Source: an optimization exercise on an open RTL-to-GDS flow (aim: small area, a short achievable clock period and few clock cycles per item). Production flows keep margins and buffers that such runs may drop.
Function was checked by simulation only, so behaviour that the tests miss may differ from the original.
The clock port is modelled as an ideal driver; clocking choices that lean on that would not hold on a real chip.

==> flow/design.v, too long to show whole: its modules and the start of the top module <==
// module skinny_top: 547 lines
module skinny_top (
    input               clock,
    input               reset,
    input               start,
    input [7:0]         input_plaintext,
    input [23:0]        input_tweakey,
    output              ready,
    output              done,
    output [127:0]      ciphertext
);
  // ...
==> flow/flow/run.sh <==
#!/bin/bash
# Standard ORFS layout (the standard.sh), with the resizer asked to aim for
# a setup slack margin of 6.9 ns, so it works the critical paths harder.
set -euo pipefail
bash standard.sh SETUP_SLACK_MARGIN=6.9 POST_CTS_TCL=$PWD/flow/post_cts.tcl finish > standard_flow.log 2>&1
==> flow/flow/post_cts.tcl <==
set block [ord::get_db_block]
set root [$block findInst clkbuf_0_clock]
if { $root != "NULL" } {
  set in_net [[$root findITerm A] getNet]
  set out_net [[$root findITerm X] getNet]
  set loads {}
  foreach it [$out_net getITerms] {
    if { [$it getInst] != $root } { lappend loads $it }
  }
  if { [llength $loads] <= 4 } {
    foreach it $loads {
      $it disconnect
      $it connect $in_net
    }
    odb::dbInst_destroy $root
    odb::dbNet_destroy $out_net
    puts "post_cts: clock port now drives [llength $loads] clock buffers directly"
  } else {
    puts "post_cts: root buffer drives [llength $loads] cells, left in place"
  }
}
if { [info exists ::env(RECOVER_MARGIN)] } {
  estimate_parasitics -placement
  set_clock_uncertainty -setup $::env(RECOVER_MARGIN) [all_clocks]
  report_worst_slack -max
  report_design_area
  repair_timing -recover_power 100
  report_worst_slack -max
  report_design_area
  set_clock_uncertainty -setup 0 [all_clocks]
  detailed_placement
  check_placement -verbose
}
==> flow/standard.sh <==
#!/bin/bash
# synth_recipe.tcl (not shown) runs the flow's synth.tcl, then flattens the netlist and writes it again
# the make line also repeats each setting of config.mk as NAME=value (left out here)
make -C /OpenROAD-flow-scripts/flow DESIGN_CONFIG=/design/flow/config.mk WORK_HOME=/design/flow/orfs CLKGATE_MAP_FILE= SYNTH_SCRIPT=/design/flow/synth_recipe.tcl "${@:-finish}"
==> flow/config.mk <==
export PLATFORM = sky130hd
export DESIGN_NAME = skinny_top
export DESIGN_NICKNAME = skinny_top
export VERILOG_FILES = /design/flow/design.v
export SDC_FILE = /design/flow/constraint.sdc
export NUM_CORES = 4
export LEC_CHECK = 0
export CAP_MARGIN = 20
export CORE_MARGIN = 2
export CORE_UTILIZATION = 55
export CTS_CLUSTER_DIAMETER = 120
export CTS_CLUSTER_SIZE = 24
export SLEW_MARGIN = 20
==> flow/constraint.sdc <==
create_clock -name core_clock -period 10.0 [get_ports {clock}]
set_input_delay 2.0000 -clock core_clock [delete_from_list [all_inputs] [get_ports {clock}]]
set_output_delay 2.0000 -clock core_clock [all_outputs]
set_load 0.01 [all_outputs]
==> run summary, run 1 <==
die width 196.1 microns; register area 11080 sq um; hold_sp tkv[283]; Post-Synth XOR/XNOR Area 18.36%; area post-placement 22130 sq um; Placed Cells 2486; inverters 8; sequential area share after synthesis 52.38%; row count 70; Leading cell kind flip-flops and latches; met1 WL 28.42 mm; clk cell area share 2.595%; routed length on met2 30.36 mm; smallest setup slack after layout 6.920 ns; vias post-DR 15940; status finished clean; tap cells 468; Crit path top cell by count mux2i_1; total gr overflow 0; worst path cell trace buf_4, o21a_1, nor4_2, mux2i_1, mux2i_1, xnor2_2, xnor2_1, xor3_1, a22o_1; clock sink count 527; final WL 65.69 mm; routed len/inst 24.87 microns; r2r startpoint st[62]; commonest non-fill, non-tap cell in the layout dfxtp_1; flip-flop and latch count after synthesis 527; Worst Hold Endpoint tkv[331]; met3 Use GR 2.768%; top fanout value on the critical path 5; Post-synth EDFFs 0
Testbench counts, summed over its fixed seeds: cycles 27,656, items 384.
==> inputs of run 2 (changes only) <==
==> flow/flow/run.sh (replaced) <==
#!/bin/bash
# Standard ORFS layout (the standard.sh), with the resizer asked to aim for
# a setup slack margin of 7.0 ns, so it works the critical paths harder.
set -euo pipefail
bash standard.sh SETUP_SLACK_MARGIN=7.0 POST_CTS_TCL=$PWD/flow/post_cts.tcl finish > standard_flow.log 2>&1
==> run 2 against run 1 <==
  * Still clean on timing, DRC and antenna
  * Design area up 3.6%
  * Synthesized cell count unchanged
  * Sequential share of layout area down 1.6 points
  * Worst setup slack better by 0.10 ns
  * Maximum frequency up 3.4%
  * Register-to-register slack better by 0.10 ns
  * Routed wire length down 0.16%
  * Critical path type unchanged
  * Critical endpoint is now st[121]
==> run summary, run 2 <==
ys flop type dfxtp_1 (unchanged); global-route wire length before repair 95.37 mm (was 95.57 mm); post-route minimum period 2.979 ns (was 3.080 ns); fmax 0.3356 GHz (was 0.3246 GHz); Post-synth EDFFs 0 (unchanged); largest net degree at the start of global routing 102 (unchanged); routed len/inst 24.82 microns (was 24.87 microns); number of global-route vias before repair 15010 (was 15040); top flop regs tkv x384, st x128, rc x6 (unchanged); Post-synth top cells dfxtp_1 (512), xnor2_1 (293), o22ai_1 (256) (unchanged); gpl congestion 0.9321 (unchanged); most frequent cells in the layout dfxtp_1 (384), xnor2_1 (284), o22ai_1 (256) (was dfxtp_1 (384), xnor2_1 (289), o22ai_1 (256)); Hold WC Path Type reg -> reg (unchanged); Post-DP HPWL 47.66 mm (unchanged); slew margin rel. 28.35% (was 27.76%); post-synth top area share 50.52% (unchanged); n_diodes 0 (unchanged); final WL 65.59 mm (was 65.69 mm); Starting Density 55.68% (unchanged); total gr overflow 0 (unchanged); Yosys top cell by area dfxtp_1 (unchanged); commonest non-fill, non-tap cell in the layout dfxtp_1 (unchanged); clock sink count 527 (unchanged); Mean Syn Cell Area 10.32 sq um (unchanged); Async SR Flop Fraction 2.846% (unchanged); Final Max Slew Viols 0 (unchanged); slew at the pin with the worst max-slew slack 1.074 ns (was 1.082 ns); yosys warns 5 (unchanged); setup TNS 0 ns (unchanged); Final Hold Viols 0 (unchanged); Mapped Area 20290 sq um (unchanged); status finished clean (unchanged); CTS tree done (unchanged); vias post-DR 16000 (was 15940); Area contributors post-synth dfxtp_1 (51%), xnor2_1 (13%), o22ai_1 (7.9%), a22o_1 (6.0%), xor2_1 (4.8%) (unchanged); core area 36430 sq um (unchanged); initial DRC count 1441 (was 1381); Tcrit/Tclk final 29.79% (was 30.80%); cell count after synthesis 1965 (unchanged); Core Util, Final 67.04% (was 64.72%); Pre-Repair DR Iteration Count 7 (was 6); GRT Resource Usage Total 33.35% (was 33.42%); maxcap violations 0 (unchanged); top fanout value on the critical path 4 (was 5); Worst-Skew Late Latency 0.44 ns (about the same); flip-flop and latch count after synthesis 527 (unchanged); syn nets 2002 (unchanged); Area Growth Syn to Fin 20.39% (was 16.23%); Most flops, register tkv (unchanged); # DRC 0 (unchanged); die width 196.1 microns (unchanged); RSZ-0062 raised after global routing false (was true); sequential area share after synthesis 52.38% (unchanged); Final #Nets 2211 (was 2209); Data required, critical path 10.27 ns (was 10.32 ns); row count 70 (unchanged); crit path DAT 3.25 ns (was 3.40 ns); Boundary Pins 165 (unchanged); final setup vio count 0 (unchanged); Antenna Nets Post-Route 0 (unchanged); Layout Skew 0.02029 ns (was 0.02190 ns); initial antenna violation count 0 (unchanged); ratio of cells with drive above 1 in the final layout 20.37% (was 19.97%); Vert. Die Dim 196.1 microns (unchanged); Unique masters post-synth 34 (unchanged); Worst Setup End Kind register (unchanged); crit path kind reg -> reg (unchanged); port buffer count 164 (unchanged); clock-pin slew on the worst setup and hold paths 0.11 ns (about the same); count leader, synth dfxtp_1 (unchanged); Via-to-Cell Ratio 6.052 (was 6.037); max reg flops 384 (unchanged); die area 38440 sq um (unchanged); CP Launch Type register (unchanged)
[run 2: cell count changes in the layout (fill, tap and decap cells not counted)]
| cell | delta |
|---|---|
| nor4_2 | -1 |
| buf_6 | +128 |
| buf_2 | -121 |
| mux2i_2 | +1 |
| xnor2_1 | -5 |
| nor4_4 | +1 |
| buf_4 | -4 |
| xnor2_2 | +5 |
| clkdlybuf4s15_1 | -1 |
| mux2i_1 | -1 |
[run 2: layout make-up]
type,count,area (sq um)
clock buffer,27,611.8
fill,2955,12010
inverter,8,30.03
multi-input combinational,1309,9268
sequential,527,11080
tap,468,585.6
timing repair buffer,304,2851
[run 2: path summary, 6_finish.rpt]
| check | cells past startpoint | startpoint | to | slack (ns) |
|---|---|---|---|---|
| min in group asynchronous | 2 | reset | rc[2] | 1.93 |
| max in group asynchronous | 2 | reset | busy | 7.63 |
| worst max-delay path | 10 | st[123] | st[121] | 7.02 |
| worst max register to register | 10 | st[123] | st[121] | 7.02 |
| worst min register to register | 1 | tkv[283] | tkv[331] | 0.42 |
| worst min-delay path | 1 | tkv[283] | tkv[331] | 0.42 |
[run 2: stage by stage]
stage                     hold slack, ns  area [sq um]  worst slack (ns)  cells
after floorplan                   0.4124         20290             7.468   1965
after global routing              0.4425         24430             6.986   2643
after detailed placement          0.4285         22130             6.826   2486
final                             0.4242         24430             7.021   2643
after global placement            0.4217         22130             6.826   2486
[run 2: layer usage]
metal | track usage, % | part of all wire [%] | vias to the layer above
met4 | 12.15 | 3.9 | 0
met5 | 0 | 0 | -
met2 | 55.32 | 47 | 610
li1 | - | - | 7389
met3 | 2.888 | 6.3 | 101
met1 | 45.75 | 43 | 7895
[run 2: worst max-delay path, stage by stage, from the launching register on]
cell and delay, ns:
dfxtp_4 0.36, buf_4 0.13, buf_4 0.15, or3_1 0.36, nand4_1 0.17, mux2i_2 0.32, xor2_1 0.13, xnor2_1 0.57
xnor2_1 0.25, xor2_1 0.26, o21ai_0 0.12
[run 2: cells by family after synthesis]
group | share of synthesized area (%)
AO/OA/AOI/OAI | 18.33
XOR/XNOR | 18.36
adder cells (fa/ha/maj) | 0.1233
buffers and inverters | 2.461
flip-flops | 52.38
multiplexers | 0.7894
AND/OR/NAND/NOR | 7.561
==> inputs of run 3 (changes only) <==
==> flow/flow/run.sh (replaced) <==
#!/bin/bash
# Standard ORFS layout (the standard.sh), with the resizer asked to aim for
# a setup slack margin of 6.9 ns, so it works the critical paths harder.
set -euo pipefail
bash standard.sh SETUP_SLACK_MARGIN=6.9 POST_CTS_TCL=$PWD/flow/post_cts.tcl RECOVER_MARGIN=7.0 'BUFFER_PORTS_ARGS=-buffer_cell sky130_fd_sc_hd__buf_1' finish > standard_flow.log 2>&1
==> run 3 against run 2 <==
  * Still clean
  * Design area decreased by 6.1%
  * First-iteration DRC count decreased by 5.6%
  * Hold slack improved by 0.0056 ns
  * Register-to-register slack about the same
  * Sequential share of layout area increased by 2.2 points
  * Worst setup slack got worse by 0.062 ns
  * Synthesized area unchanged
  * Highest routed layer unchanged
==> run summary, run 3 <==
status finished clean (unchanged); Starting Density 55.68% (unchanged); Final Cell Area 22930 sq um (was 24430 sq um); final setup vio count 0 (unchanged); vias post-DR 15860 (was 16000); die width 196.1 microns (unchanged); CP Launch Type register (unchanged); count leader, synth dfxtp_1 (unchanged); CTS tree done (unchanged); Vert. Die Dim 196.1 microns (unchanged); Area Growth Syn to Fin 13.00% (was 20.39%); setup TNS 0 ns (unchanged); clock-pin slew on the worst setup and hold paths 0.11 ns (about the same); Mapped Area 20290 sq um (unchanged); slew at the pin with the worst max-slew slack 1.145 ns (was 1.074 ns); global-route wire length before repair 95.08 mm (was 95.37 mm); row count 70 (unchanged); top flop regs tkv x384, st x128, rc x6 (unchanged); routed len/inst 25.14 microns (was 24.82 microns); gpl congestion 0.9706 (was 0.9321); worst path cell trace buf_2 (was buf_4, buf_4, or3_1, nand4_1, mux2i_2, xor2_1, xnor2_1, xnor2_1, xor2_1, o21ai_0); n_diodes 0 (unchanged); maxcap violations 0 (unchanged); Most flops, register tkv (unchanged); Post-DP HPWL 47.05 mm (was 47.66 mm); number of fill cells 3195 (was 2955); Via-to-Cell Ratio 6.059 (was 6.052); port buffer count 164 (unchanged); Tcrit/Tclk final 30.41% (was 29.79%); # DRC 0 (unchanged); Final Max Slew Viols 0 (unchanged); largest net degree at the start of global routing 243 (was 102); commonest non-fill, non-tap cell in the layout dfxtp_1 (unchanged); final WL 65.81 mm (was 65.59 mm); Placed Cells 2483 (was 2486); Async SR Flop Fraction 2.846% (unchanged); clock sink count 527 (unchanged); capture point of the worst reg-to-reg path st[112] (was st[121]); Mean Syn Cell Area 10.32 sq um (unchanged); hold_sp tkv[284] (was tkv[283]); Multi-input gate area 9170 sq um (was 9268 sq um); Post-synth top cells dfxtp_1 (512), xnor2_1 (293), o22ai_1 (256) (unchanged); post-synth top area share 50.52% (unchanged); Buf/Inv on CP 1 (was 2); met3 Use GR 3.283% (was 2.888%); met1 Use GR 45.50% (was 45.75%); slew margin rel. 23.68% (was 28.35%); cell count after synthesis 1965 (unchanged); Worst Setup End Kind primary output (was register); Worst-Skew Late Latency 0.44 ns (about the same); r2r startpoint st[115] (was st[123]); Worst Hold Endpoint tkv[332] (was tkv[331]); number of global-route vias before repair 15170 (was 15010); Worst Reg-to-Reg Cells 9 (was 10); sequential area share after synthesis 52.38% (unchanged); R2R setup slack 7.03 ns (was 7.02 ns); most frequent cells in the layout dfxtp_1 (428), xnor2_1 (292), o22ai_1 (256) (was dfxtp_1 (384), xnor2_1 (284), o22ai_1 (256)); fmax 0.3288 GHz (was 0.3356 GHz); Area contributors post-synth dfxtp_1 (51%), xnor2_1 (13%), o22ai_1 (7.9%), a22o_1 (6.0%), xor2_1 (4.8%) (unchanged); Final #Nets 2185 (was 2211); Largest stage delay, worst path 0.43 ns (was 0.57 ns); crit path DAT 1.04 ns (was 3.25 ns); Finished Layout Cells 2618 (was 2643); Yosys top cell by area dfxtp_1 (unchanged); GRT Resource Usage Total 33.22% (was 33.35%); register area 10900 sq um (was 11080 sq um); total gr overflow 0 (unchanged); crit path kind reg -> out (was reg -> reg); Final Hold Viols 0 (unchanged); Antenna Nets Post-Route 0 (unchanged); CP delay by family, top flip-flops (was XOR/XNOR gates); GR Util met2 52.71% (was 55.32%); Post-synth EDFFs 0 (unchanged); Pre-Repair DR Iteration Count 6 (was 7); flip-flop and latch count after synthesis 527 (unchanged); Unique masters post-synth 34 (unchanged); critical path's slowest cell dfxtp_1 (was xnor2_1); die area 38440 sq um (unchanged); Data required, critical path 8.00 ns (was 10.27 ns); max reg flops 384 (unchanged); critical path depth 1 (was 10); RSZ-0062 raised after global routing false (unchanged); post-route minimum period 3.041 ns (was 2.979 ns); yosys warns 5 (unchanged); Hold WC Path Type reg -> reg (unchanged); Layout Skew 0.02347 ns (was 0.02029 ns); core area 36430 sq um (unchanged); ys flop type dfxtp_1 (unchanged); top fanout value on the critical path 2 (was 4); syn nets 2002 (unchanged); initial DRC count 1360 (was 1441); most used routing layer met2 (unchanged); area post-placement 21110 sq um (was 22130 sq um); Hold Path Stages 1 (unchanged); ratio of cells with drive above 1 in the final layout 14.42% (was 20.37%); initial antenna violation count 0 (unchanged); Boundary Pins 165 (unchanged)
==> run 3: kinds of logic after synthesis <==
group           after synthesis  share of synthesized area (%)
compound gates              562                          18.33
flops                       527                          52.38
xor+xnor                    412                          18.36
simple gates                317                          7.561
buf+inv                     129                          2.461
mux                          16                         0.7894
fa+ha+maj                     2                         0.1233
==> run 3: worst max-delay path by stage <==
stage / endpoint / startpoint / slack, ns
2_1_floorplan: st[104] / st[58] / 7.47
3_3_place_gp: st[104] / st[107] / 7.07
3_5_place_dp: st[120] / st[47] / 7.05
5_1_grt: st[96] / st[54] / 6.91
6_report: ciphertext[73] / st[73] / 6.96
==> run 3: metrics by stage <==
stage	worst slack [ns]	utilization [%]	hold WS [ns]
2_1_floorplan	7.468	-	0.4124
3_3_place_gp	7.070	57.93	0.4272
3_5_place_dp	7.054	57.93	0.4249
5_1_grt	6.909	62.92	0.4511
6_report	6.959	62.92	0.4298
==> run 3: final cells by class <==
class,instances,share of cell area [%]
clock buffer,28,2.685
multi-input combinational,1309,40.00
sequential,527,47.54
inverter,8,0.1310
timing repair buffer,278,7.089
tap,468,2.554
==> run 3: routing by layer <==
layer	up-vias	wire length, microns
li1	7333	-
met1	7783	28560
met2	616	29600
met3	131	3968
met4	0	3685
met5	-	0
==> inputs of run 4 (changes only) <==
==> flow/flow/run.sh (replaced) <==
#!/bin/bash
# Standard ORFS layout (the standard.sh), with the resizer asked to aim for
# a setup slack margin of 6.9 ns, so it works the critical paths harder.
set -euo pipefail
bash standard.sh SETUP_SLACK_MARGIN=6.9 POST_CTS_TCL=$PWD/flow/post_cts.tcl SETUP_MOVE_SEQUENCE=unbuffer,sizeup,swap 'BUFFER_PORTS_ARGS=-buffer_cell sky130_fd_sc_hd__buf_1' finish > standard_flow.log 2>&1
==> run 4 against run 3 <==
  * Routed wire length down 4.1%
  * Clock skew down 0.0023 ns
  * Critical path depth unchanged
  * Design area up 0.24%
  * Utilization up 0.15 points
  * Flip-flop and latch count unchanged
==> run summary, run 4 <==
Starting Density 55.68% (unchanged); vias post-DR 15220 (was 15860); Post-synth EDFFs 0 (unchanged); Most flops, register tkv (unchanged); initial antenna violation count 0 (unchanged); flip-flop and latch count after synthesis 527 (unchanged); row count 70 (unchanged); Layout Skew 0.02117 ns (was 0.02347 ns); status finished clean (unchanged); Worst Setup End Kind primary output (unchanged); sequential area share after synthesis 52.38% (unchanged); critical path's slowest cell dfxtp_4 (was dfxtp_1); Largest stage delay, worst path 0.44 ns (was 0.43 ns); Area Growth Syn to Fin 13.27% (was 13.00%); CP delay by family, top flip-flops (unchanged); smallest setup slack after layout 6.991 ns (was 6.959 ns); Yosys top cell by area dfxtp_1 (unchanged); Boundary Pins 165 (unchanged); post-synthesis adder-cell area fraction 0.1233% (unchanged); number of fill cells 3106 (was 3195); worst path cell trace buf_6 (was buf_2); Worst-Skew Late Latency 0.43 ns (was 0.44 ns); Final Max Slew Viols 0 (unchanged); Final Cell Area 22980 sq um (was 22930 sq um); initial DRC count 1198 (was 1360); r2r startpoint st[47] (was st[115]); CTS tree done (unchanged); Post-DP HPWL 47.05 mm (unchanged); largest family of logic cells by synthesized area XOR/XNOR gates (unchanged); Mapped Area 20290 sq um (unchanged); clock sink count 527 (unchanged); Finished Layout Cells 2511 (was 2618); setup TNS 0 ns (unchanged); compound-gate portion of the synthesized area 18.33% (unchanged); capture point of the worst reg-to-reg path st[120] (was st[112]); Pre-Repair DR Iteration Count 5 (was 6); ys flop type dfxtp_1 (unchanged); post-route minimum period 3.009 ns (was 3.041 ns); most frequent cells in the layout dfxtp_1 (384), xnor2_1 (293), o22ai_1 (256) (was dfxtp_1 (428), xnor2_1 (292), o22ai_1 (256)); Post-synth top cells dfxtp_1 (512), xnor2_1 (293), o22ai_1 (256) (unchanged); slew at the pin with the worst max-slew slack 1.064 ns (was 1.145 ns); Via-to-Cell Ratio 6.060 (was 6.059); clock-pin slew on the worst setup and hold paths 0.10 ns (was 0.11 ns); top flop regs tkv x384, st x128, rc x6 (unchanged); routed len/inst 25.13 microns (was 25.14 microns); Multi-input gate area 9163 sq um (was 9170 sq um); Final Hold Viols 0 (unchanged); crit path kind reg -> out (unchanged); commonest non-fill, non-tap cell in the layout dfxtp_1 (unchanged); port buffer count 164 (unchanged); RSZ-0062 raised after global routing false (unchanged); Unique masters post-synth 34 (unchanged); Antenna Nets Post-Route 0 (unchanged); Hold WC Path Type reg -> reg (unchanged); Async SR Flop Fraction 2.846% (unchanged); Synth Area in Simple Gates 7.561% (unchanged); hold_sp tkv[284] (unchanged); register area 11070 sq um (was 10900 sq um); # DRC 0 (unchanged); max reg flops 384 (unchanged); die area 38440 sq um (unchanged); final setup vio count 0 (unchanged); final WL 63.10 mm (was 65.81 mm); Mean Syn Cell Area 10.32 sq um (unchanged); fmax 0.3323 GHz (was 0.3288 GHz); number of global-route vias before repair 14700 (was 15170); Placed Cells 2483 (unchanged); global-route wire length before repair 91.90 mm (was 95.08 mm); Worst Reg-to-Reg Cells 8 (was 9); syn nets 2002 (unchanged); Data required, critical path 8.00 ns (about the same); Hold Path Stages 1 (unchanged); die width 196.1 microns (unchanged); CP Launch Type register (unchanged); R2R setup slack 7.07 ns (was 7.03 ns); total gr overflow 0 (unchanged); Final #Nets 2078 (was 2185); Post-Synth XOR/XNOR Area 18.36% (unchanged); largest net degree at the start of global routing 243 (unchanged); worst hold slack 0.4352 ns (was 0.4298 ns); Area contributors post-synth dfxtp_1 (51%), xnor2_1 (13%), o22ai_1 (7.9%), a22o_1 (6.0%), xor2_1 (4.8%) (unchanged); maxcap violations 0 (unchanged); pre-CTS WS 7.054 ns (unchanged); crit path DAT 1.01 ns (was 1.04 ns); mux contribution to synthesized area 0.7894% (unchanged); Worst Hold Endpoint tkv[332] (unchanged); ratio of cells with drive above 1 in the final layout 14.44% (was 14.42%); Buf/Inv on CP 1 (unchanged); core area 36430 sq um (unchanged); top fanout value on the critical path 7 (was 2); yosys warns 5 (unchanged); Vert. Die Dim 196.1 microns (unchanged); slew margin rel. 29.09% (was 23.68%); n_diodes 0 (unchanged); cell count after synthesis 1965 (unchanged); Tcrit/Tclk final 30.09% (was 30.41%); post-synth top area share 50.52% (unchanged); area post-placement 21110 sq um (unchanged); GRT Resource Usage Total 32.00% (was 33.22%); gpl congestion 0.9706 (unchanged); count leader, synth dfxtp_1 (unchanged)
==> run 4: cell counts after synthesis <==
No cell type changed its count.
==> run 4: layout make-up <==
cell class,instances,share of cell area (%)
sequential,527,48.18
multi-input combinational,1309,39.87
timing repair buffer,171,6.593
clock buffer,28,2.679
tap,468,2.548
inverter,8,0.1307
==> run 4: how the worst max path moves through the flow <==
stage	from	end	cells after the start
floorplan	st[58]	st[104]	9
global placement	st[107]	st[104]	8
detailed placement	st[47]	st[120]	8
global route	st[47]	st[120]	8
finish	st[107]	ciphertext[107]	1
==> run 4: kinds of logic after synthesis <==
group,Yosys count
xor gates and xnor gates,412
AOI/OAI and AO/OA,562
buffers and inverters,129
DFF,527
and+or+nand+nor,317
muxes,16
adders and majority gates,2
==> run 4: metal layers <==
metal,GRT usage (%),vias to the layer above,wire length (microns)
met5,0,-,0
met4,15.68,0,3463
met3,3.163,124,3106
met2,50.92,492,28540
met1,43.86,7480,27990
li1,-,7121,-
==> run 4: through the flow <==
step	util [%]
2_1_floorplan	-
3_3_place_gp	57.93
3_5_place_dp	57.93
5_1_grt	63.07
6_report	63.07
==> inputs of run 5 (changes only) <==
==> flow/flow/run.sh (replaced) <==
#!/bin/bash
# Standard ORFS layout (the standard.sh), with the resizer asked to aim for
# a setup slack margin of 6.9 ns, so it works the critical paths harder.
set -euo pipefail
bash standard.sh SETUP_SLACK_MARGIN=6.9 POST_CTS_TCL=$PWD/flow/post_cts.tcl 'BUFFER_PORTS_ARGS=-buffer_cell sky130_fd_sc_hd__buf_1' finish > standard_flow.log 2>&1
==> run 5 against run 4 <==
  * Count of clock-buffer cells in the layout did not move
  * Via count is 4.0% higher
  * Hold slack better by 0.0067 ns
  * Routed wire length increased by 4.0%
  * Critical endpoint is now st[112]
  * Non-clock buffer count up 106
==> run summary, run 5 <==
Async SR Flop Fraction 2.846% (unchanged); vias post-DR 15830 (was 15220); routed len/inst 25.07 microns (was 25.13 microns); top fanout value on the critical path 5 (was 7); ratio of cells with drive above 1 in the final layout 18.66% (was 14.44%); initial antenna violation count 0 (unchanged); row count 70 (unchanged); GRT Resource Usage Total 33.22% (was 32.00%); worst path cell trace buf_4, o21a_1, nor4_2, mux2i_1, mux2i_1, xnor2_1, xnor2_1, xnor3_1, a22o_1 (was buf_6); critical path's slowest cell xnor3_1 (was dfxtp_4); Post-DP HPWL 47.05 mm (unchanged); clock sink count 527 (unchanged); final setup vio count 0 (unchanged); setup TNS 0 ns (unchanged); Mean Syn Cell Area 10.32 sq um (unchanged); core area 36430 sq um (unchanged); slew at the pin with the worst max-slew slack 1.128 ns (was 1.064 ns); Most flops, register tkv (unchanged); Boundary Pins 165 (unchanged); Core Util, Final 63.51% (was 63.07%); die width 196.1 microns (unchanged); crit path DAT 3.31 ns (was 1.01 ns); commonest non-fill, non-tap cell in the layout dfxtp_1 (unchanged); # DRC 0 (unchanged); fmax 0.3356 GHz (was 0.3323 GHz); Final Hold Viols 0 (unchanged); crit path kind reg -> reg (was reg -> out); slew margin rel. 24.82% (was 29.09%); CTS tree done (unchanged); Post-synth EDFFs 0 (unchanged); Critical Path Start st[39] (was st[107]); count leader, synth dfxtp_1 (unchanged); n_diodes 0 (unchanged); r2r startpoint st[39] (was st[47]); Worst Setup End Kind register (was primary output); syn nets 2002 (unchanged); crit path to st[112] (was ciphertext[107]); largest net degree at the start of global routing 243 (unchanged); number of global-route vias before repair 15200 (was 14700); critical path depth 9 (was 1); Yosys top cell by area dfxtp_1 (unchanged); Buf/Inv on CP 1 (unchanged); Area contributors post-synth dfxtp_1 (51%), xnor2_1 (13%), o22ai_1 (7.9%), a22o_1 (6.0%), xor2_1 (4.8%) (unchanged); total gr overflow 0 (unchanged); post-synth top area share 50.52% (unchanged); gpl congestion 0.9706 (unchanged); Post-synth top cells dfxtp_1 (512), xnor2_1 (293), o22ai_1 (256) (unchanged); Worst-Skew Late Latency 0.43 ns (about the same); Vert. Die Dim 196.1 microns (unchanged); R2R setup slack 7.02 ns (was 7.07 ns); Data required, critical path 10.33 ns (was 8.00 ns); Pre-Repair DR Iteration Count 5 (unchanged); flip-flop and latch count after synthesis 527 (unchanged); clock-pin slew on the worst setup and hold paths 0.10 ns (about the same); Finished Layout Cells 2617 (was 2511); post-route minimum period 2.980 ns (was 3.009 ns); yosys warns 5 (unchanged); final WL 65.60 mm (was 63.10 mm); worst hold slack 0.4419 ns (was 0.4352 ns); capture point of the worst reg-to-reg path st[112] (was st[120]); CP delay by family, top XOR/XNOR gates (was flip-flops); Largest stage delay, worst path 0.41 ns (was 0.44 ns); port buffer count 164 (unchanged); Final Max Slew Viols 0 (unchanged); initial DRC count 1545 (was 1198); sequential area share after synthesis 52.38% (unchanged); top flop regs tkv x384, st x128, rc x6 (unchanged); hold_sp tkv[284] (unchanged); Hold WC Path Type reg -> reg (unchanged); Placed Cells 2483 (unchanged); status finished clean (unchanged); Worst Reg-to-Reg Cells 9 (was 8); cell count after synthesis 1965 (unchanged); Via-to-Cell Ratio 6.048 (was 6.060); Tcrit/Tclk final 29.80% (was 30.09%); number of fill cells 3121 (was 3106); Unique masters post-synth 34 (unchanged); maxcap violations 0 (unchanged); global-route wire length before repair 95.01 mm (was 91.90 mm); Area Growth Syn to Fin 14.05% (was 13.27%); ys flop type dfxtp_1 (unchanged); Starting Density 55.68% (unchanged); Final #Nets 2184 (was 2078); Mapped Area 20290 sq um (unchanged); CP Launch Type register (unchanged); Layout Skew 0.01955 ns (was 0.02117 ns); max reg flops 384 (unchanged); most frequent cells in the layout dfxtp_1 (384), xnor2_1 (292), o22ai_1 (256) (was dfxtp_1 (384), xnor2_1 (293), o22ai_1 (256)); RSZ-0062 raised after global routing false (unchanged); Antenna Nets Post-Route 0 (unchanged); die area 38440 sq um (unchanged)
-- run 5: cell counts after synthesis --
Identical to the previous run, type by type.
-- run 5: worst min-delay path by stage --
stage               endpoint  slack (ns)  depth (start not counted)
floorplan           tkv[177]        0.41                          1
global placement    tkv[334]        0.43                          1
global route        tkv[332]        0.45                          1
detailed placement  tkv[332]        0.42                          1
finish              tkv[332]        0.44                          1
-- run 5: final cells by class --
class,count,area (sq um),area share (%)
flip-flops and latches,527,11070,47.85
multi-input cells,1309,9170,39.63
well taps,468,585.6,2.531
clock buffers,28,615.6,2.660
repair buffers,277,1667,7.202
inverters,8,30.03,0.1298
-- run 5: metal layers --
metal / up-vias / track usage (%) / wire (microns)
li1: 7339 / - / -
met1: 7747 / 45.33 / 28140
met2: 615 / 52.81 / 29500
met3: 127 / 3.421 / 4280
met4: 0 / 16.67 / 3680
met5: - / 0 / 0
-- run 5: cells by family (layout without fill, tap and decap cells) --
family / Yosys count / in the layout / share of synthesized area (%)
xor gates and xnor gates: 412 / 412 / 18.36
muxes: 16 / 16 / 0.7894
buffers and inverters: 129 / 313 / 2.461
and+or+nand+nor: 317 / 317 / 7.561
adders and majority gates: 2 / 2 / 0.1233
AOI/OAI and AO/OA: 562 / 562 / 18.33
DFF: 527 / 527 / 52.38
-- run 5: per-stage QoR --
step	area (sq um)	setup WS, ns
6_report	23140	7.020
5_1_grt	23140	6.929
3_5_place_dp	21110	7.054
3_3_place_gp	21110	7.070
2_1_floorplan	20290	7.468
-- run 5: worst register-to-register path, delay by kind of cell, from the launching register on --
family                    cells  cell delay [ns]
and+or+nand+nor               1             0.40
xor gates and xnor gates      3             0.99
DFF                           1             0.36
buffers and inverters         1             0.15
muxes                         2             0.61
AOI/OAI and AO/OA             2             0.37
==> inputs of run 6 (changes only) <==
==> flow/flow/run.sh (replaced) <==
#!/bin/bash
# Standard ORFS layout (the standard.sh), with the resizer asked to aim for
# a setup slack margin of 7.0 ns, so it works the critical paths harder.
set -euo pipefail
bash standard.sh SETUP_SLACK_MARGIN=7.0 POST_CTS_TCL=$PWD/flow/post_cts.tcl SETUP_MOVE_SEQUENCE=unbuffer,sizeup,swap 'BUFFER_PORTS_ARGS=-buffer_cell sky130_fd_sc_hd__buf_1' finish > standard_flow.log 2>&1
==> run 6 against run 5 <==
  * Still clean
  * Worst setup slack lost 0.025 ns
  * Clock skew increased by 0.00090 ns
  * Synthesized cell count did not move
  * Die area unchanged
  * Via count decreased by 3.9%
  * Maximum frequency fell by 0.82%
  * Non-clock buffer count decreased by 106
  * Critical endpoint is now ciphertext[107]
  * Largest cell class unchanged
==> run summary, run 6 <==
status finished clean (unchanged); cell count after synthesis 1965 (unchanged); Mean Syn Cell Area 10.32 sq um (unchanged); Final Max Slew Viols 0 (unchanged); Starting Density 55.68% (unchanged); Placed Cells 2483 (unchanged); Yosys top cell by area dfxtp_1 (unchanged); pre-CTS WS 7.054 ns (unchanged); max reg flops 384 (unchanged); Area Growth Syn to Fin 14.21% (was 14.05%); port buffer count 164 (unchanged); Pre-Repair DR Iteration Count 5 (unchanged); ratio of cells with drive above 1 in the final layout 14.54% (was 18.66%); fmax 0.3329 GHz (was 0.3356 GHz); Buf/Inv on CP 1 (unchanged); flip-flop and latch count after synthesis 527 (unchanged); Worst Setup End Kind primary output (was register); post-synth top area share 50.52% (unchanged); top flop regs tkv x384, st x128, rc x6 (unchanged); total gr overflow 0 (unchanged); count leader, synth dfxtp_1 (unchanged); Post-synth EDFFs 0 (unchanged); critical path's slowest cell dfxtp_4 (was xnor3_1); number of fill cells 3085 (was 3121); capture point of the worst reg-to-reg path tkv[302] (was st[112]); sequential area share after synthesis 52.38% (unchanged); initial DRC count 1213 (was 1545); clock sink count 527 (unchanged); Most flops, register tkv (unchanged); Layout Skew 0.02044 ns (was 0.01955 ns); slew at the pin with the worst max-slew slack 1.077 ns (was 1.128 ns); Hold WC Path Type reg -> reg (unchanged); global-route wire length before repair 92.44 mm (was 95.01 mm); initial antenna violation count 0 (unchanged); maxcap violations 0 (unchanged); die area 38440 sq um (unchanged); Final Cell Area 23170 sq um (was 23140 sq um); area post-placement 21110 sq um (unchanged); # DRC 0 (unchanged); Unique masters post-synth 34 (unchanged); n_diodes 0 (unchanged); core area 36430 sq um (unchanged); Finished Layout Cells 2511 (was 2617); slew margin rel. 28.17% (was 24.82%); commonest non-fill, non-tap cell in the layout dfxtp_1 (unchanged); top fanout value on the critical path 7 (was 5); gpl congestion 0.9706 (unchanged); syn nets 2002 (unchanged); CP Launch Type register (unchanged); RSZ-0062 raised after global routing true (was false); Async SR Flop Fraction 2.846% (unchanged); Data required, critical path 8.00 ns (was 10.33 ns); Antenna Nets Post-Route 0 (unchanged); Largest stage delay, worst path 0.44 ns (was 0.41 ns); Final Hold Viols 0 (unchanged); routed len/inst 25.17 microns (was 25.07 microns); Vert. Die Dim 196.1 microns (unchanged); CTS tree done (unchanged); vias post-DR 15210 (was 15830); final WL 63.21 mm (was 65.60 mm); crit path DAT 1.00 ns (was 3.31 ns); largest net degree at the start of global routing 243 (unchanged); Final #Nets 2078 (was 2184); Via-to-Cell Ratio 6.059 (was 6.048); Area contributors post-synth dfxtp_1 (51%), xnor2_1 (13%), o22ai_1 (7.9%), a22o_1 (6.0%), xor2_1 (4.8%) (unchanged); Mapped Area 20290 sq um (unchanged); yosys warns 5 (unchanged); row count 70 (unchanged); R2R setup slack 7.14 ns (was 7.02 ns); most frequent cells in the layout dfxtp_1 (384), xnor2_1 (292), o22ai_1 (256) (unchanged); Worst-Skew Late Latency 0.43 ns (about the same); final setup vio count 0 (unchanged); crit path kind reg -> out (was reg -> reg); hold_sp tkv[284] (unchanged); clock-pin slew on the worst setup and hold paths 0.10 ns (about the same); GRT Resource Usage Total 32.11% (was 33.22%); Post-synth top cells dfxtp_1 (512), xnor2_1 (293), o22ai_1 (256) (unchanged); CP delay by family, top flip-flops (was XOR/XNOR gates); post-route minimum period 3.004 ns (was 2.980 ns); Boundary Pins 165 (unchanged); smallest setup slack after layout 6.996 ns (was 7.020 ns); Worst Reg-to-Reg Cells 3 (was 9); Worst Hold Endpoint tkv[332] (unchanged); Hold Path Stages 1 (unchanged); worst path cell trace buf_6 (was buf_4, o21a_1, nor4_2, mux2i_1, mux2i_1, xnor2_1, xnor2_1, xnor3_1, a22o_1); number of global-route vias before repair 14770 (was 15200); setup TNS 0 ns (unchanged); die width 196.1 microns (unchanged); r2r startpoint idle_n (was st[39]); Post-DP HPWL 47.05 mm (unchanged); Tcrit/Tclk final 30.04% (was 29.80%); ys flop type dfxtp_1 (unchanged)
-- run 6: cell counts after synthesis --
No cell type changed its count.
-- run 6: cell families (layout without fill, tap and decap cells) --
family | Yosys count | count (layout) | share of synthesized area [%]
buffers and inverters | 129 | 207 | 2.461
AND/OR/NAND/NOR | 317 | 317 | 7.561
flip-flops | 527 | 527 | 52.38
multiplexers | 16 | 16 | 0.7894
AO/OA/AOI/OAI | 562 | 562 | 18.33
adder cells (fa/ha/maj) | 2 | 2 | 0.1233
XOR/XNOR | 412 | 412 | 18.36
-- run 6: how the worst max path moves through the flow --
stage                 start               to  slack (ns)  cells after the start
detailed placement   st[47]          st[120]        7.05                      8
finish              st[107]  ciphertext[107]        7.00                      1
floorplan            st[58]          st[104]        7.47                      9
global placement    st[107]          st[104]        7.07                      8
global route        st[107]  ciphertext[107]        6.97                      1
-- run 6: area by class of cell --
class                           instances  area (sq um)  area share (%)
Sequential cell                       527         11100           47.92
Multi-Input combinational cell       1309          9170           39.58
Inverter                                8         30.03          0.1296
Timing Repair Buffer                  171          1665           7.187
Clock buffer                           28         615.6           2.657
Tap cell                              468         585.6           2.527
-- run 6: per-stage QoR --
| step | hold slack [ns] | util [%] |
|---|---|---|
| global route | 0.4502 | 63.60 |
| global placement | 0.4272 | 57.93 |
| floorplan | 0.4124 | - |
| finish | 0.4271 | 63.60 |
| detailed placement | 0.4249 | 57.93 |
-- run 6: layer usage --
metal | vias to the layer above | global-route usage [%] | share of wire [%]
li1 | 7122 | - | -
met1 | 7471 | 43.73 | 44
met2 | 497 | 51.23 | 45
met3 | 124 | 3.473 | 5.2
met4 | 0 | 15.71 | 5.4
met5 | - | 0 | 0
==> inputs of run 7 (changes only) <==
==> flow/flow/run.sh (replaced) <==
#!/bin/bash
# Standard ORFS layout (the standard.sh), with the resizer asked to aim for
# a setup slack margin of 6.9 ns, so it works the critical paths harder.
set -euo pipefail
bash standard.sh SETUP_SLACK_MARGIN=6.9 POST_CTS_TCL=$PWD/flow/post_cts.tcl RECOVER_MARGIN=7.0 SETUP_MOVE_SEQUENCE=unbuffer,sizeup,swap 'BUFFER_PORTS_ARGS=-buffer_cell sky130_fd_sc_hd__buf_1' finish > standard_flow.log 2>&1
--- a/flow/config.mk
+++ b/flow/config.mk
@@ -8,5 +8,5 @@
 export CAP_MARGIN = 20
 export CORE_MARGIN = 2
-export CORE_UTILIZATION = 55
+export CORE_UTILIZATION = 65
 export CTS_CLUSTER_DIAMETER = 120
 export CTS_CLUSTER_SIZE = 24
==> run 7 against run 6 <==
  * Die area down 15%
  * First-iteration DRC count up 41%
  * Worst setup slack worse by 0.045 ns
  * Critical endpoint is now ciphertext[122]
  * Largest cell class unchanged
==> run summary, run 7 <==
status finished clean (unchanged); Post-DP HPWL 46.68 mm (was 47.05 mm); area post-placement 21020 sq um (was 21110 sq um); vias post-DR 15700 (was 15210); Synth Area in Simple Gates 7.561% (unchanged); count leader, synth dfxtp_1 (unchanged); commonest non-fill, non-tap cell in the layout dfxtp_1 (unchanged); ys flop type dfxtp_1 (unchanged); die width 180.7 microns (was 196.1 microns); RSZ-0062 raised after global routing false (was true); yosys warns 5 (unchanged); Antenna Nets Post-Route 0 (unchanged); fmax 0.3280 GHz (was 0.3329 GHz); gpl congestion 0.9779 (was 0.9706); worst hold slack 0.4439 ns (was 0.4271 ns); Unique masters post-synth 34 (unchanged); CTS tree done (unchanged); # DRC 0 (unchanged); Hold WC Path Type reg -> reg (unchanged); flip-flop and latch count after synthesis 527 (unchanged); number of global-route vias before repair 14790 (was 14770); port buffer count 164 (unchanged); crit path DAT 1.05 ns (was 1.00 ns); Final Hold Viols 0 (unchanged); Placed Cells 2411 (was 2483); initial DRC count 1712 (was 1213); syn nets 2002 (unchanged); Final #Nets 2078 (unchanged); top fanout value on the critical path 7 (unchanged); Final Max Slew Viols 0 (unchanged); worst path cell trace buf_6 (unchanged); Mean Syn Cell Area 10.32 sq um (unchanged); crit path kind reg -> out (unchanged); CP Launch Type register (unchanged); critical path's slowest cell dfxtp_1 (was dfxtp_4); die area 32640 sq um (was 38440 sq um); slew margin rel. 32.18% (was 28.17%); Worst-Skew Late Latency 0.45 ns (was 0.43 ns); mux contribution to synthesized area 0.7894% (unchanged); slew at the pin with the worst max-slew slack 1.017 ns (was 1.077 ns); top flop regs tkv x384, st x128, rc x6 (unchanged); compound-gate portion of the synthesized area 18.33% (unchanged); max reg flops 384 (unchanged); final WL 63.26 mm (was 63.21 mm); Data required, critical path 8.00 ns (about the same); Area Growth Syn to Fin 10.50% (was 14.21%); cell count after synthesis 1965 (unchanged); Via-to-Cell Ratio 6.438 (was 6.059); routed len/inst 25.94 microns (was 25.17 microns); Boundary Pins 165 (unchanged); Post-Synth XOR/XNOR Area 18.36% (unchanged); Post-synth top cells dfxtp_1 (512), xnor2_1 (293), o22ai_1 (256) (unchanged); sequential area share after synthesis 52.38% (unchanged); post-route minimum period 3.049 ns (was 3.004 ns); Most flops, register tkv (unchanged); Final Cell Area 22420 sq um (was 23170 sq um); Vert. Die Dim 180.7 microns (was 196.1 microns); Largest stage delay, worst path 0.47 ns (was 0.44 ns); global-route wire length before repair 93.41 mm (was 92.44 mm); Buf/Inv on CP 1 (unchanged); Mapped Area 20290 sq um (unchanged); Post-synth EDFFs 0 (unchanged); total gr overflow 0 (unchanged); Worst Setup End Kind primary output (unchanged); Layout Skew 0.02711 ns (was 0.02044 ns); Starting Density 66.15% (was 55.68%); row count 64 (was 70); Finished Layout Cells 2439 (was 2511); Async SR Flop Fraction 2.846% (unchanged); Pre-Repair DR Iteration Count 6 (was 5); final setup vio count 0 (unchanged); setup TNS 0 ns (unchanged); maxcap violations 0 (unchanged); post-synth top area share 50.52% (unchanged); largest net degree at the start of global routing 246 (was 243); GRT Resource Usage Total 37.78% (was 32.11%); core area 30670 sq um (was 36430 sq um); Tcrit/Tclk final 30.49% (was 30.04%); CP delay by family, top flip-flops (unchanged); clock-pin slew on the worst setup and hold paths 0.10 ns (about the same); Area contributors post-synth dfxtp_1 (51%), xnor2_1 (13%), o22ai_1 (7.9%), a22o_1 (6.0%), xor2_1 (4.8%) (unchanged); most frequent cells in the layout dfxtp_1 (391), xnor2_1 (292), o22ai_1 (256) (was dfxtp_1 (384), xnor2_1 (292), o22ai_1 (256)); clock sink count 527 (unchanged); post-synthesis adder-cell area fraction 0.1233% (unchanged); largest family of logic cells by synthesized area XOR/XNOR gates (unchanged); initial antenna violation count 0 (unchanged); Yosys top cell by area dfxtp_1 (unchanged); ratio of cells with drive above 1 in the final layout 13.42% (was 14.54%)
## run 7: path summary, 6_finish.rpt
check | from | end | slack, ns | cells after the start
max in group asynchronous | reset | busy | 7.99 | 2
min reg2reg | tkv[284] | tkv[332] | 0.44 | 1
max | st[122] | ciphertext[122] | 6.95 | 1
min in group asynchronous | reset | rc[1] | 1.58 | 2
max reg2reg | st[54] | st[96] | 6.99 | 8
min | tkv[284] | tkv[332] | 0.44 | 1
## run 7: cells by family after synthesis
group	after synthesis
simple gates	317
fa+ha+maj	2
xor+xnor	412
buf+inv	129
mux	16
compound gates	562
flops	527
## run 7: routing by layer
metal | track usage (%) | part of all wire (%) | vias to the layer above
li1 | - | - | 7102
met1 | 50.26 | 40 | 7712
met2 | 61.29 | 46 | 731
met3 | 4.628 | 7.5 | 158
met4 | 18.35 | 5.8 | 0
met5 | 0 | 0 | -
## run 7: area by class of cell
cell class | count | area, sq um
Clock inverter | 1 | 8.758
Clock buffer | 26 | 608.1
Antenna cell | 1 | 2.502
Fill cell | 2306 | 8252
Multi-Input combinational cell | 1309 | 9158
Sequential cell | 527 | 10860
Inverter | 8 | 30.03
Timing Repair Buffer | 171 | 1252
Tap cell | 396 | 495.5
## run 7: worst register-to-register path, stage by stage, from the launching register on
cell and delay (ns):
dfxtp_1 0.37, o21a_1 0.23, nor4_2 0.45, mux2i_1 0.41
mux2i_1 0.15, xnor2_1 0.49, xnor2_1 0.27, xor3_1 0.38
a22o_1 0.18
## run 7: stage by stage
step,util (%),setup slack [ns]
final,73.09,6.951
after global placement,68.52,6.980
after detailed placement,68.52,6.898
after global routing,73.09,6.911
after floorplan,-,7.468
==> inputs of run 8 (changes only) <==
--- a/flow/config.mk
+++ b/flow/config.mk
@@ -8,5 +8,5 @@
 export CAP_MARGIN = 20
 export CORE_MARGIN = 2
-export CORE_UTILIZATION = 65
+export CORE_UTILIZATION = 55
 export CTS_CLUSTER_DIAMETER = 120
 export CTS_CLUSTER_SIZE = 24
==> run 8 against run 7 <==
  * Via count down 3.5%
  * Critical path depth unchanged
  * Routed wire length is 0.37% lower
  * Die area rose by 18%
  * Synthesized cell count is the same
  * Clock skew is 0.0095 ns lower
  * Highest routed layer unchanged
==> run summary, run 8 <==
Antenna Nets Post-Route 0 (unchanged); Final Max Slew Viols 0 (unchanged); CP delay by family, top flip-flops (unchanged); status finished clean (unchanged); smallest setup slack after layout 6.989 ns (was 6.951 ns); register area 10920 sq um (was 10860 sq um); RSZ-0062 raised after global routing false (unchanged); Tcrit/Tclk final 30.11% (was 30.49%); number of global-route vias before repair 14680 (was 14790); clock sink count 527 (unchanged); Unique masters post-synth 34 (unchanged); Vert. Die Dim 196.1 microns (was 180.7 microns); final setup vio count 0 (unchanged); worst hold slack 0.4244 ns (was 0.4439 ns); CP Launch Type register (unchanged); top fanout value on the critical path 6 (was 7); Final #Nets 2079 (was 2078); commonest non-fill, non-tap cell in the layout dfxtp_1 (unchanged); count leader, synth dfxtp_1 (unchanged); slew margin rel. 29.58% (was 32.18%); Hold WC Path Type reg -> reg (unchanged); Worst-Skew Late Latency 0.43 ns (was 0.45 ns); Boundary Pins 165 (unchanged); total gr overflow 0 (unchanged); post-synth top area share 50.52% (unchanged); Mean Syn Cell Area 10.32 sq um (unchanged); n_diodes 0 (was 1); Data required, critical path 8.00 ns (about the same); Async SR Flop Fraction 2.846% (unchanged); row count 70 (was 64); routed len/inst 25.09 microns (was 25.94 microns); worst path cell trace buf_6 (unchanged); setup TNS 0 ns (unchanged); ratio of cells with drive above 1 in the final layout 13.99% (was 13.42%); post-route minimum period 3.011 ns (was 3.049 ns); initial antenna violation count 0 (unchanged); critical path's slowest cell dfxtp_2 (was dfxtp_1); final WL 63.03 mm (was 63.26 mm); initial DRC count 1147 (was 1712); flip-flop and latch count after synthesis 527 (unchanged); crit path kind reg -> out (unchanged); Post-synth EDFFs 0 (unchanged); Area contributors post-synth dfxtp_1 (51%), xnor2_1 (13%), o22ai_1 (7.9%), a22o_1 (6.0%), xor2_1 (4.8%) (unchanged); top flop regs tkv x384, st x128, rc x6 (unchanged); port buffer count 164 (unchanged); number of fill cells 3168 (was 2306); Pre-Repair DR Iteration Count 5 (was 6); global-route wire length before repair 91.89 mm (was 93.41 mm); Post-DP HPWL 47.05 mm (was 46.68 mm); clock-pin slew on the worst setup and hold paths 0.11 ns (was 0.10 ns); Mapped Area 20290 sq um (unchanged); Yosys top cell by area dfxtp_1 (unchanged); slew at the pin with the worst max-slew slack 1.056 ns (was 1.017 ns); pre-CTS WS 7.054 ns (was 6.898 ns); Layout Skew 0.01757 ns (was 0.02711 ns); ys flop type dfxtp_1 (unchanged); Starting Density 55.68% (was 66.15%); fmax 0.3321 GHz (was 0.3280 GHz); Buf/Inv on CP 1 (unchanged); Most flops, register tkv (unchanged); most frequent cells in the layout dfxtp_1 (386), xnor2_1 (293), o22ai_1 (256) (was dfxtp_1 (391), xnor2_1 (292), o22ai_1 (256)); GRT Resource Usage Total 32.00% (was 37.78%); die width 196.1 microns (was 180.7 microns); vias post-DR 15160 (was 15700); maxcap violations 0 (unchanged); Worst Setup End Kind primary output (unchanged); Largest stage delay, worst path 0.44 ns (was 0.47 ns); crit path DAT 1.01 ns (was 1.05 ns); max reg flops 384 (unchanged); syn nets 2002 (unchanged); Final Hold Viols 0 (unchanged); # DRC 0 (unchanged); Via-to-Cell Ratio 6.033 (was 6.438); Post-synth top cells dfxtp_1 (512), xnor2_1 (293), o22ai_1 (256) (unchanged); sequential area share after synthesis 52.38% (unchanged); Area Growth Syn to Fin 11.90% (was 10.50%); gpl congestion 0.9706 (was 0.9779); Multi-input gate area 9163 sq um (was 9158 sq um); CTS tree done (unchanged); core area 36430 sq um (was 30670 sq um); die area 38440 sq um (was 32640 sq um); largest net degree at the start of global routing 243 (was 246); yosys warns 5 (unchanged); cell count after synthesis 1965 (unchanged)
-- run 8: cell counts after synthesis --
No cell type changed its count.
-- run 8: worst paths after layout --
check | startpoint | endpoint | slack, ns | depth (start not counted)
max in group asynchronous | reset | busy | 7.89 | 2
max | st[41] | ciphertext[41] | 6.99 | 1
min in group asynchronous | reset | rc[3] | 1.62 | 2
min reg2reg | tkv[284] | tkv[332] | 0.42 | 1
min | tkv[284] | tkv[332] | 0.42 | 1
max reg2reg | st[47] | st[120] | 7.08 | 8
-- run 8: layout make-up --
cell class              instances  area share, %
multi-input cells            1309          40.36
well taps                     468          2.579
repair buffers                172          6.123
flip-flops and latches        527          48.10
clock buffers                  28          2.711
inverters                       8         0.1323
-- run 8: layer usage --
layer	part of all wire, %	vias up	GRT usage (%)
met5	0	-	0
met4	5.5	0	15.68
met3	5.0	118	3.163
met2	45	490	50.90
met1	44	7436	43.89
li1	-	7112	-
-- run 8: cells by family after synthesis --
group           Yosys count  share of synthesized area (%)
mux                      16                         0.7894
xor+xnor                412                          18.36
simple gates            317                          7.561
buf+inv                 129                          2.461
compound gates          562                          18.33
flops                   527                          52.38
fa+ha+maj                 2                         0.1233
-- run 8: per-stage QoR --
| step | util (%) | cells | instance area, sq um |
|---|---|---|---|
| after global routing | 62.31 | 2512 | 22700 |
| final | 62.31 | 2512 | 22700 |
| after detailed placement | 57.93 | 2483 | 21110 |
| after global placement | 57.93 | 2483 | 21110 |
| after floorplan | - | 1965 | 20290 |

## port drivers added, routing unchanged
How much do the figures lean on ideal ports? The routed layouts below were timed once more, with nothing changed but the port constraints.
Step 1, drivers: a clkbuf_16 drives clock and a buf_2 each remaining input, both assumed.
Step 2 also shifts input and output timing later by t, the mid clock arrival at the registers, as if the neighbouring blocks saw the same clock.
Slacks: ideal ports / drivers / drivers and shift; pairs: ideal ports / drivers.
| run | t, ns | setup slack, ns | latest minus earliest clock arrival (ns) | worst register clock-pin slew, ns | pins driven straight from the clock port |
|---|---|---|---|---|---|
| run 1 | 0.488 | 6.920 / 6.918 / 6.920 | 0.024 / 0.024 | 0.11 / 0.11 | 2 |
| run 2 | 0.489 | 7.021 / 6.995 / 7.021 | 0.023 / 0.023 | 0.11 / 0.11 | 2 |
| run 3 | 0.494 | 6.959 / 6.892 / 7.026 | 0.026 / 0.026 | 0.11 / 0.11 | 2 |
| run 4 | 0.490 | 6.991 / 6.924 / 7.071 | 0.023 / 0.024 | 0.10 / 0.10 | 2 |
| run 5 | 0.489 | 7.020 / 6.975 / 7.020 | 0.021 / 0.021 | 0.10 / 0.10 | 2 |
| run 6 | 0.490 | 6.996 / 6.929 / 7.142 | 0.023 / 0.023 | 0.10 / 0.10 | 2 |
| run 7 | 0.499 | 6.951 / 6.886 / 6.985 | 0.027 / 0.027 | 0.11 / 0.11 | 2 |
| run 8 | 0.489 | 6.989 / 6.922 / 7.081 | 0.021 / 0.020 | 0.11 / 0.11 | 2 |
After both steps setup and hold are still met in every run listed.
